Background: an optimization exercise with open tools, aiming at small area, a short achievable clock period and few clock cycles per item. Do not read the settings as production practice.
Function was checked by simulation only, so behaviour that the tests miss may differ from the original.

## fp_top
module fp_top
#(
    parameter fp_pkg::fp_format_e  FP_FORMAT   = fp_pkg::FP32,
    parameter fp_pkg::int_format_e INT_FORMAT  = fp_pkg::INT32,
    parameter logic        RISCV_MODE  = 1'b0
)
(
    input clk_i,
    input rst_i,
    input start_i,
    output logic ready_o,
    input [63:0] a_i,
    input [63:0] b_i,
    input [63:0] c_i,
    input fp_pkg::roundmode_e rnd_i,
    input fp_pkg::float_op_e op_i,
    input [1:0] op_modify_i,
    output logic [63:0] result_o,
    output logic valid_o,
    output fp_pkg::status_t flags_o
);
==> flow/config.mk <==
export PLATFORM = sky130hd
export DESIGN_NAME = fp_top
export DESIGN_NICKNAME = fp_top
export VERILOG_FILES = /design/flow/design.v
export SDC_FILE = /design/flow/constraint.sdc
export NUM_CORES = 8
export LEC_CHECK = 0
export CAP_MARGIN = 20
export CORE_MARGIN = 2
export CORE_UTILIZATION = 40
export SETUP_SLACK_MARGIN = 5
export SLEW_MARGIN = 20
export SYNTH_HIERARCHICAL = 1
export SYNTH_MINIMUM_KEEP_SIZE = 200
==> flow/constraint.sdc <==
create_clock -name core_clock -period 20.0 [get_ports {clk_i}]
set_input_delay 4.0000 -clock core_clock [delete_from_list [all_inputs] [get_ports {clk_i}]]
set_output_delay 4.0000 -clock core_clock [all_outputs]
set_load 0.01 [all_outputs]
run.sh (not shown) runs the stock make flow with config.mk's settings and CLKGATE_MAP_FILE= SYNTH_SCRIPT=/design/flow/synth_recipe.tcl, a recipe that flattens the netlist after the stock synthesis.
Testbench counts at the start, summed over its fixed seeds: cycles 35,466, ops 24,000.
Then changed:
--- a/flow/design.v
+++ b/flow/design.v
@@ -1196,32 +1196,34 @@
         result_o.mant = mant_o;
         result_o.exp = exp_o;
     end
 end
 assign urnd.u_result = result_o;
 assign urnd.rs = rs_o;
 assign urnd.round_en = round_en_o;
 assign urnd.invalid = invalid_i;
 assign urnd.exp_cout = exp_cout_o;
 assign urnd_result_o = urnd;
 endmodule
 module fp_mul_head
+#(
+    parameter fp_pkg::fp_format_e FP_FORMAT = fp_pkg::FP32
+)
 (
     input  [31:0] a_i,
     input  [31:0] b_i,
     output logic [47:0] prod_o,      
     output logic [9:0]  expa_o,      
     output logic [9:0]  expb_o       
 );
-localparam fp_pkg::fp_format_e FP_FORMAT = fp_pkg::FP32;
 localparam int unsigned FP_WIDTH   = fp_pkg::fp_width(FP_FORMAT);
 localparam int unsigned EXP_WIDTH  = fp_pkg::exp_bits(FP_FORMAT);
 localparam int unsigned MANT_WIDTH = fp_pkg::man_bits(FP_FORMAT);
 localparam int unsigned BIAS       = (2**(EXP_WIDTH-1)-1);
 function logic sign(input logic [FP_WIDTH-1:0] val);
     sign = val[FP_WIDTH-1];
 endfunction
 function logic [EXP_WIDTH-1:0] exp(input logic [FP_WIDTH-1:0] val);
     exp = val[FP_WIDTH-2-:EXP_WIDTH];
 endfunction
 function logic [MANT_WIDTH-1:0] mant(input logic [FP_WIDTH-1:0] val);
     mant = val[FP_WIDTH-2-EXP_WIDTH:0];
@@ -5992,25 +5994,25 @@
     add_urpr_mant_q <= add_urpr_mant;
     add_urpr_exp_q  <= add_urpr_exp;
     add_shamt_q     <= add_shamt;
     add_sticky_q    <= add_sticky;
 end
 logic mul_done;
 assign mul_done = mul_start;
 logic [FP_WIDTH-1:0] m_a_fp;
 assign m_a_fp = {a_fp[FP_WIDTH-1] ^ ((op_i == fp_pkg::FMADD) & op_modify_i[1]), a_fp[FP_WIDTH-2:0]};
 logic [47:0] m_prod;
 logic [9:0]  m_expa;
 logic [9:0]  m_expb;
-fp_mul_head fp_mul_head_inst
+fp_mul_head #(.FP_FORMAT(FP_FORMAT)) fp_mul_head_inst
 (
     .a_i(m_a_fp),
     .b_i(b_fp),
     .prod_o(m_prod),
     .expa_o(m_expa),
     .expb_o(m_expb)
 );
 logic [47:0] m_prod_q;
 logic [9:0]  m_expa_q;
 logic [9:0]  m_expb_q;
 logic [31:0] m_a_q;
 logic [31:0] m_b_q;
Outcome:
- The new run completed without violations
- final cell count decreases by 1.4%
- core utilization increases by 0.95 points
- via count decreases by 0.84%
- first-iteration DRC count decreases by 3.1%
Testbench counts after the change, summed over its fixed seeds: cycles 35,466, ops 24,000.

what the ideal ports hide:
How much do the figures lean on ideal ports? The routed layouts below were timed once more, with nothing changed but the port constraints. Step 1 sets driving cells, clkbuf_16 on the clock port and buf_2 on the other inputs (assumed; they add their load-dependent delay and slew). Step 2 adds t to the input delays and takes it off the output delays; t is the mean of the earliest and latest rising clock arrival at the registers after step 1. Input paths then give back, and output paths get back, about the clock's delay inside the block. Three values: ideal, step 1, step 2; two values: the first two.
| run | shift t [ns] | slack for setup (ns) | hold slack, ns | latest minus earliest clock arrival (ns) | cell pins on the clock port's net |
|---|---|---|---|---|---|
| the first run | 0.824 | 5.162 / 5.101 / 4.354 | 0.348 / 0.348 / 0.348 | 0.087 / 0.087 | 1 |
| the second run | 0.844 | 5.122 / 5.009 / 4.496 | 0.352 / 0.352 / 0.352 | 0.068 / 0.068 | 1 |
After both steps every run listed still meets setup and hold. The setup slack of the first run, which loses most, moves by -0.061 ns with the drivers and by -0.808 ns with both steps.
